This design comes from an exercise in tuning for small area and a short achievable clock period on the open sky130 flow, not from production work. Power is estimated from default activity; no workload was simulated.

==> flow/design.v <==
`timescale 1ns/1ps
 `timescale 1ns/1ps
module uart_core (
   uart_tx, uart_if, rx_rts, prdata,
   uart_rx, uart_cts, pwrite, pwdata, psel, prst_n, penable, pclk,
   paddr
   );
  output        uart_tx;
  output        uart_if;
  output        rx_rts;
  output [31:0] prdata;
  input         uart_rx;
  input         uart_cts;
  input         pwrite;
  input  [31:0] pwdata;
  input         psel;
  input         prst_n;
  input         penable;
  input         pclk;
  input  [31:0] paddr;
  wire setup = psel & ~penable;
  reg  con_we, se_we, br_we, dt_we, ie_we, rxff_rd;
  always @(posedge pclk or negedge prst_n)
    if (!prst_n) begin
      con_we  <= 1'b0;
      se_we   <= 1'b0;
      br_we   <= 1'b0;
      dt_we   <= 1'b0;
      ie_we   <= 1'b0;
      rxff_rd <= 1'b0;
    end else begin
      con_we  <= setup &  pwrite & (paddr[6:0] == 7'h00);
      se_we   <= setup &  pwrite & (paddr[6:0] == 7'h04);
      br_we   <= setup &  pwrite & (paddr[6:0] == 7'h08);
      dt_we   <= setup &  pwrite & (paddr[6:0] == 7'h0C);
      ie_we   <= setup &  pwrite & (paddr[6:0] == 7'h10);
      rxff_rd <= setup & ~pwrite & (paddr[4:0] == 5'h0C);
    end
  wire ctx = con_we & pwdata[5];
  wire crx = con_we & pwdata[6];
  reg [6:0] con;
  reg [2:0] se;
  reg [7:0] brg;
  reg [4:0] ie;
  wire en   = se[0];
  wire d9   = se[1];
  wire bsel = se[2];
  wire af   = con[0] & en;
  always @(posedge pclk or negedge prst_n)
    if (!prst_n) begin
      con <= 7'd0;
      se  <= 3'd0;
      brg <= 8'd0;
      ie  <= 5'd0;
    end else begin
      if (con_we)      con <= pwdata[6:0];
      if (se_we)       se  <= pwdata[2:0];
      if (br_we & ~en) brg <= pwdata[7:0];
      if (ie_we)       ie  <= pwdata[4:0];
    end
  reg [7:0] rxc, txc;
  reg       rx_tick, tx_tick;
  wire [7:0] rxc_n   = (~en | rx_tick) ? 8'd0 : rxc + 8'd1;
  wire [7:0] txc_n   = (~en | tx_tick) ? 8'd0 : (rx_tick ? txc + 8'd1 : txc);
  wire       brg_ld  = br_we & ~en;
  wire       rxtk_n  = (~en | rx_tick) ? (brg_ld ? (pwdata[7:0] == 8'd0) : (brg == 8'd0))
                                       : (rxc + 8'd1 == brg);
  wire       bsel_n  = se_we ? pwdata[2] : bsel;
  wire       txtk_n  = (txc_n == (bsel_n ? 8'd7 : 8'd15)) & rxtk_n;
  always @(posedge pclk or negedge prst_n)
    if (!prst_n) begin
      rxc     <= 8'd0;
      txc     <= 8'd0;
      rx_tick <= 1'b1;
      tx_tick <= 1'b0;
    end else begin
      rxc     <= rxc_n;
      txc     <= txc_n;
      rx_tick <= rxtk_n;
      tx_tick <= txtk_n;
    end
  reg [4:0] tw, tr;
  reg [7:0] tmem [0:15];
  reg [3:0] sbc;
  reg       txne, txnf;
  wire t_push = dt_we & txnf;
  reg  tx_complete;                    
  wire d9_n = se_we ? pwdata[1] : d9;
  wire t_pop  = txne & tx_complete;
  wire [4:0] tr_n = t_pop ? tr + 5'd1 : tr;
  wire [4:0] tw_u = t_push ? tw + 5'd1 : tw;
  wire [4:0] tw_n = ctx ? tr : tw_u;
  wire txne_u = ~((tw_u[4] == tr_n[4]) & (tw_u[3:0] == tr_n[3:0]));
  wire txnf_u = ~((tw_u[4] != tr_n[4]) & (tw_u[3:0] == tr_n[3:0]));
  wire txne_n = ctx ? t_pop : txne_u;
  wire txnf_n = ctx | txnf_u;
  always @(posedge pclk or negedge prst_n)
    if (!prst_n) begin
      tw   <= 5'd0;
      tr   <= 5'd0;
      txne <= 1'b0;
      txnf <= 1'b1;
    end else begin
      tw   <= tw_n;
      tr   <= tr_n;
      txne <= txne_n;
      txnf <= txnf_n;
    end
  always @(posedge pclk)
    if (t_push) tmem[tw[3:0]] <= pwdata[7:0];
  reg [9:0] tsr;
  reg       tst;
  reg       tpar;
  reg       ntx;                       
  wire [7:0] tdata  = tmem[tr[3:0]];
  wire       tx_en  = en & txne;
  wire       fsm_en = ~(af & uart_cts) & tx_en & tx_tick;
  wire       tsh    = tx_tick & tst;
  wire       tst_n  = tst ? (tx_en & ~tx_complete) : fsm_en;
  wire       tload  = fsm_en & ~tsh;
  wire [3:0] sbc_n  = tx_complete ? 4'd0 : (tsh ? sbc + 4'd1 : sbc);
  always @(posedge pclk or negedge prst_n)
    if (!prst_n) begin
      tsr  <= 10'h3ff;
      sbc  <= 4'd0;
      tx_complete <= 1'b0;
      tst  <= 1'b0;
      tpar <= 1'b0;
      ntx  <= 1'b0;
    end else begin
      if (tsh)         tsr <= {1'b1, tsr[9:1]};
      else if (tload)  tsr <= {1'b1, tdata, 1'b0};
      else if (tpar)   tsr[9] <= ^tsr[8:1];
      tpar <= tload & d9;
      if (tsh)         ntx <= ~tsr[1];
      else if (tload)  ntx <= 1'b1;
      sbc  <= sbc_n;
      tx_complete <= (sbc_n == (d9_n ? 4'd10 : 4'd9));
      tst <= tst_n;
    end
  assign uart_tx = ~ntx;
  reg       rx1, rxs, rx2;
  reg [1:0] rst;
  reg [3:0] samp, bitc;
  reg [9:0] rsr;
  reg       we1, we2, we3;
  wire start_en    = ~rxs & rx2;
  wire rbusy       = rst[1] | rst[0];
  wire samp_pt     = ~bsel ? (samp == 4'd7) : (samp[2:0] == 3'd3);
  wire rsh         = samp_pt & rx_tick;
  reg  rx_complete;                    
  wire [3:0] bitc_n = rx_complete ? 4'd0 : ((rst[1] & rsh) ? bitc + 4'd1 : bitc);
  reg [1:0] rst_nx;
  always @(*)
    case (rst)
      2'd0:    rst_nx = start_en ? 2'd1 : 2'd0;
      2'd1:    rst_nx = rxs ? 2'd0 : (rsh ? 2'd2 : 2'd1);
      2'd2:    rst_nx = rx_complete ? 2'd0 : 2'd2;
      default: rst_nx = 2'd3;
    endcase
  wire [1:0] rst_n = en ? rst_nx : 2'd0;
  always @(posedge pclk or negedge prst_n)
    if (!prst_n) begin
      rx1  <= 1'b0;
      rxs  <= 1'b0;
      rx2  <= 1'b0;
      rst  <= 2'd0;
      samp <= 4'd0;
      bitc <= 4'd0;
      rx_complete <= 1'b0;
    end else begin
      rx1 <= uart_rx;
      rxs <= rx1;
      rx2 <= rxs;
      rst <= rst_n;
      if (~rbusy)       samp <= 4'd0;
      else if (rx_tick) samp <= samp + 4'd1;
      bitc <= bitc_n;
      rx_complete <= (bitc_n == (d9_n ? 4'd10 : 4'd9));
    end
  always @(posedge pclk)
    if (rsh) rsr <= {rxs, rsr[9:1]};
  reg [4:0] rwu, rr;
  reg [3:0] wo;                        
  reg       rxne, rxf;
  reg [9:0] rq [0:15];
  wire dt_wr  = ~rxf & rx_complete;
  wire mem_wr = dt_wr | we1;
  wire pe     = ^rsr[8:0];
  wire fe     = ~rsr[9];
  wire [9:0] fifo_in = d9 ? {rsr[7:0], pe, fe} : {rsr[8:1], 1'b0, fe};
  wire r_pop  = rxne & rxff_rd;
  wire [4:0] rr_n = r_pop ? rr + 5'd1 : rr;
  function [5:0] inc6;
    input [5:0] x;
    integer i;
    for (i = 0; i < 6; i = i + 1) inc6[i] = x[i] ^ (&(x | ~((6'd1 << i) - 6'd1)));
  endfunction
  function [5:0] dec6;
    input [5:0] x;
    integer i;
    for (i = 0; i < 6; i = i + 1) dec6[i] = x[i] ^ ~(|(x & ((6'd1 << i) - 6'd1)));
  endfunction
  reg  [5:0] rd;
  wire [5:0] rd0  = rd;
  wire [5:0] rd1  = dec6(rd);
  wire [5:0] rdn  = r_pop ? rd1 : rd0;
  wire rxne_u = r_pop ? (rd[4:0] != 5'd1)  : (rd[4:0] != 5'd0);
  wire rxf_u  = r_pop ? (rd[4:0] == 5'd17) : (rd[4:0] == 5'd16);
  wire rr31   = &rr;
  wire rwu31  = &rwu;
  wire [5:0] rd_s = (we2 & ~r_pop) ? inc6(rd) : ((r_pop & ~we2) ? rd1 : rd);
  wire [5:0] rd_u = rd_s ^ {(we2 & rwu31) ^ (r_pop & rr31), 5'd0};
  wire [5:0] rd_c = we2 ? (rr31 ? 6'd33 : 6'd1) : 6'd0;
  wire rxne_n = crx ? r_pop : rxne_u;
  wire rxf_n  = ~crx & rxf_u;
  wire [4:0] rw_n = crx ? rr : rwu;
  always @(posedge pclk or negedge prst_n)
    if (!prst_n) begin
      we1  <= 1'b0;
      we2  <= 1'b0;
      we3  <= 1'b0;
      rwu  <= 5'd0;
      rr   <= 5'd0;
      rd   <= 6'd0;
      rxne <= 1'b0;
      rxf  <= 1'b0;
      wo   <= 4'd0;
    end else begin
      we1  <= dt_wr;
      we2  <= we1;
      we3  <= we2;
      rwu  <= rw_n + {4'd0, we2};
      rr   <= rr_n;
      rd   <= crx ? rd_c : rd_u;
      rxne <= rxne_n;
      rxf  <= rxf_n;
      wo   <= crx ? 4'd0 : rdn[3:0];
    end
  wire [15:0] wdec = 16'd1 << wo;
  reg  [9:0] rq_n [0:15];
  integer k;
  always @(*)
    for (k = 0; k < 16; k = k + 1)
      rq_n[k] = (mem_wr & (r_pop ? wdec[(k + 1) % 16] : wdec[k])) ? fifo_in
                : (r_pop ? rq[(k + 1) % 16] : rq[k]);
  always @(posedge pclk)
    for (k = 0; k < 16; k = k + 1)
      rq[k] <= rq_n[k];
  wire [9:0] hd_n  = rq_n[0];
  wire       fe_n  = rxne_u & hd_n[0];
  wire       pe_n  = rxne_u & hd_n[1];
  wire       if_0  = (ie[4] & fe_n) | (ie[3] & pe_n) | (ie[1] & rxf_u) | (ie[0] & txne_u);
  wire       if_ie = (pwdata[4] & fe_n) | (pwdata[3] & pe_n) | (pwdata[1] & rxf_u) | (pwdata[0] & txne_u);
  wire       if_cn = (~pwdata[6] & ((ie[4] & fe_n) | (ie[3] & pe_n) | (ie[1] & rxf_u))) |
                     (ie[0] & (pwdata[5] ? t_pop : txne_u));
  wire       if_n  = ie_we ? if_ie : (con_we ? if_cn : if_0);
  function thr;
    input [1:0] t;
    input [5:0] d;
    case (t)
      2'd0: thr = d[5] | (|d[4:1]);
      2'd1: thr = d[5] | (|d[4:2]);
      2'd2: thr = d[5] | (|d[4:3]);
      2'd3: thr = d[5] | d[4];
    endcase
  endfunction
  wire [5:0] rd1t   = rr31 ? {1'b0, rwu} : rd1;
  wire       rts_0  = af & (r_pop ? thr(con[4:3], rd1t) : thr(con[4:3], rd0));
  wire       rts_se = con[0] & pwdata[0] & thr(con[4:3], rd0);
  wire       rts_cn = pwdata[0] & en & ~pwdata[6] & thr(pwdata[4:3], rd0);
  wire       rts_n  = se_we ? rts_se : (con_we ? rts_cn : rts_0);
  wire       busy_n = tst_n | rst_n[1] | rst_n[0];
  reg  [7:0] prd_nx;
  always @(*)
    case (paddr[7:0])
      8'h00:   prd_nx = {1'b0, con};
      8'h04:   prd_nx = {busy_n, rxne_n, txnf_n, 2'b0, se};
      8'h08:   prd_nx = brg;
      8'h0c:   prd_nx = hd_n[9:2];
      8'h10:   prd_nx = {3'b0, ie};
      8'h14:   prd_nx = {3'b0, rxne_n & hd_n[0], rxne_n & hd_n[1], 1'b0, rxf_n, txne_n};
      default: prd_nx = 8'd0;
    endcase
  reg [7:0] prd;
  reg       if_q, rts_q;
  always @(posedge pclk)
    prd <= prd_nx;
  always @(posedge pclk or negedge prst_n)
    if (!prst_n) begin
      if_q  <= 1'b0;
      rts_q <= 1'b0;
    end else begin
      if_q  <= if_n;
      rts_q <= rts_n;
    end
  assign prdata  = {24'd0, prd};
  assign uart_if = if_q;
  assign rx_rts  = rts_q;
endmodule
==> flow/config.mk <==
export PLATFORM = sky130hd
export DESIGN_NAME = uart_core
export DESIGN_NICKNAME = uart_core
export VERILOG_FILES = /design/flow/design.v
export SDC_FILE = /design/flow/constraint.sdc
export NUM_CORES = 4
export LEC_CHECK = 0
export CAP_MARGIN = 20
export CORE_MARGIN = 2
export CORE_UTILIZATION = 60
export SETUP_SLACK_MARGIN = 2.8
export SLEW_MARGIN = 20
==> flow/constraint.sdc <==
create_clock -name core_clock -period 5.0 [get_ports {pclk}]
set_input_delay 1.0000 -clock core_clock [delete_from_list [all_inputs] [get_ports {pclk}]]
set_output_delay 1.0000 -clock core_clock [all_outputs]
set_load 0.01 [all_outputs]
run.sh (not shown) runs the stock make flow with config.mk's settings and CLKGATE_MAP_FILE= SYNTH_SCRIPT=/design/flow/synth_recipe.tcl, a recipe that flattens the netlist after the stock synthesis.
==> next run, changes <==
--- a/flow/design.v
+++ b/flow/design.v
@@ -111,7 +111,6 @@
   reg [9:0] tsr;
   reg       tst;
   reg       tpar;
-  reg       ntx;                       
   wire [7:0] tdata  = tmem[tr[3:0]];
   wire       tx_en  = en & txne;
   wire       fsm_en = ~(af & uart_cts) & tx_en & tx_tick;
@@ -126,19 +125,16 @@
       tx_complete <= 1'b0;
       tst  <= 1'b0;
       tpar <= 1'b0;
-      ntx  <= 1'b0;
     end else begin
       if (tsh)         tsr <= {1'b1, tsr[9:1]};
       else if (tload)  tsr <= {1'b1, tdata, 1'b0};
       else if (tpar)   tsr[9] <= ^tsr[8:1];
       tpar <= tload & d9;
-      if (tsh)         ntx <= ~tsr[1];
-      else if (tload)  ntx <= 1'b1;
       sbc  <= sbc_n;
       tx_complete <= (sbc_n == (d9_n ? 4'd10 : 4'd9));
       tst <= tst_n;
     end
-  assign uart_tx = ~ntx;
+  assign uart_tx = tsr[0];
   reg       rx1, rxs, rx2;
   reg [1:0] rst;
   reg [3:0] samp, bitc;
@@ -191,27 +187,11 @@
   wire [9:0] fifo_in = d9 ? {rsr[7:0], pe, fe} : {rsr[8:1], 1'b0, fe};
   wire r_pop  = rxne & rxff_rd;
   wire [4:0] rr_n = r_pop ? rr + 5'd1 : rr;
-  function [5:0] inc6;
-    input [5:0] x;
-    integer i;
-    for (i = 0; i < 6; i = i + 1) inc6[i] = x[i] ^ (&(x | ~((6'd1 << i) - 6'd1)));
-  endfunction
-  function [5:0] dec6;
-    input [5:0] x;
-    integer i;
-    for (i = 0; i < 6; i = i + 1) dec6[i] = x[i] ^ ~(|(x & ((6'd1 << i) - 6'd1)));
-  endfunction
-  reg  [5:0] rd;
-  wire [5:0] rd0  = rd;
-  wire [5:0] rd1  = dec6(rd);
+  wire [5:0] rd0  = {1'b0, rwu} - {1'b0, rr};
+  wire [5:0] rd1  = {1'b0, rwu} + {1'b1, ~rr};
   wire [5:0] rdn  = r_pop ? rd1 : rd0;
-  wire rxne_u = r_pop ? (rd[4:0] != 5'd1)  : (rd[4:0] != 5'd0);
-  wire rxf_u  = r_pop ? (rd[4:0] == 5'd17) : (rd[4:0] == 5'd16);
-  wire rr31   = &rr;
-  wire rwu31  = &rwu;
-  wire [5:0] rd_s = (we2 & ~r_pop) ? inc6(rd) : ((r_pop & ~we2) ? rd1 : rd);
-  wire [5:0] rd_u = rd_s ^ {(we2 & rwu31) ^ (r_pop & rr31), 5'd0};
-  wire [5:0] rd_c = we2 ? (rr31 ? 6'd33 : 6'd1) : 6'd0;
+  wire rxne_u = |rdn[4:0];
+  wire rxf_u  = (rdn[4:0] == 5'd16);
   wire rxne_n = crx ? r_pop : rxne_u;
   wire rxf_n  = ~crx & rxf_u;
   wire [4:0] rw_n = crx ? rr : rwu;
@@ -222,7 +202,6 @@
       we3  <= 1'b0;
       rwu  <= 5'd0;
       rr   <= 5'd0;
-      rd   <= 6'd0;
       rxne <= 1'b0;
       rxf  <= 1'b0;
       wo   <= 4'd0;
@@ -232,7 +211,6 @@
       we3  <= we2;
       rwu  <= rw_n + {4'd0, we2};
       rr   <= rr_n;
-      rd   <= crx ? rd_c : rd_u;
       rxne <= rxne_n;
       rxf  <= rxf_n;
       wo   <= crx ? 4'd0 : rdn[3:0];
@@ -265,7 +243,7 @@
       2'd3: thr = d[5] | d[4];
     endcase
   endfunction
-  wire [5:0] rd1t   = rr31 ? {1'b0, rwu} : rd1;
+  wire [5:0] rd1t   = (&rr) ? {1'b0, rwu} : rd1;
   wire       rts_0  = af & (r_pop ? thr(con[4:3], rd1t) : thr(con[4:3], rd0));
   wire       rts_se = con[0] & pwdata[0] & thr(con[4:3], rd0);
   wire       rts_cn = pwdata[0] & en & ~pwdata[6] & thr(pwdata[4:3], rd0);
Area after synthesis came out lower by about 1%.
Sequential cell count came out lower by 6.
First-iteration DRC count came out higher by about 12%.
Power came out lower by about 1.8%.
Clock power is about the same.
Worst hold slack gains 110 ps.
No run of this note included a check of the RTL's function; only the layout flow was run.

-- port drivers added, routing unchanged --
The flow's constraints put no driver on any port. The routed layouts listed below were extracted and timed again, unchanged, in two steps.
Step 1: set_driving_cell puts a clkbuf_16 on pclk and a buf_2 on each other input, an assumption about the parent block.
Step 2 adds t to the input delays and takes it off the output delays; t is the mean of the earliest and latest rising clock arrival at the registers after step 1. Input paths then give back, and output paths get back, about the clock's delay inside the block.
Slacks: ideal ports / drivers / drivers and shift; pairs: ideal ports / drivers.
run | t, ns | slack for setup (ns) | hold slack, ns
the first run | 0.588 | 2.408 / 2.408 / 2.024 | 0.356 / 0.356 / 0.356
the second run | 0.587 | 2.470 / 2.470 / 2.236 | 0.464 / 0.464 / 0.464
After both steps setup and hold are still met in every run listed. For the first run, which loses most, drivers alone change the setup slack by 0.000 ns; drivers and shift together by -0.384 ns.
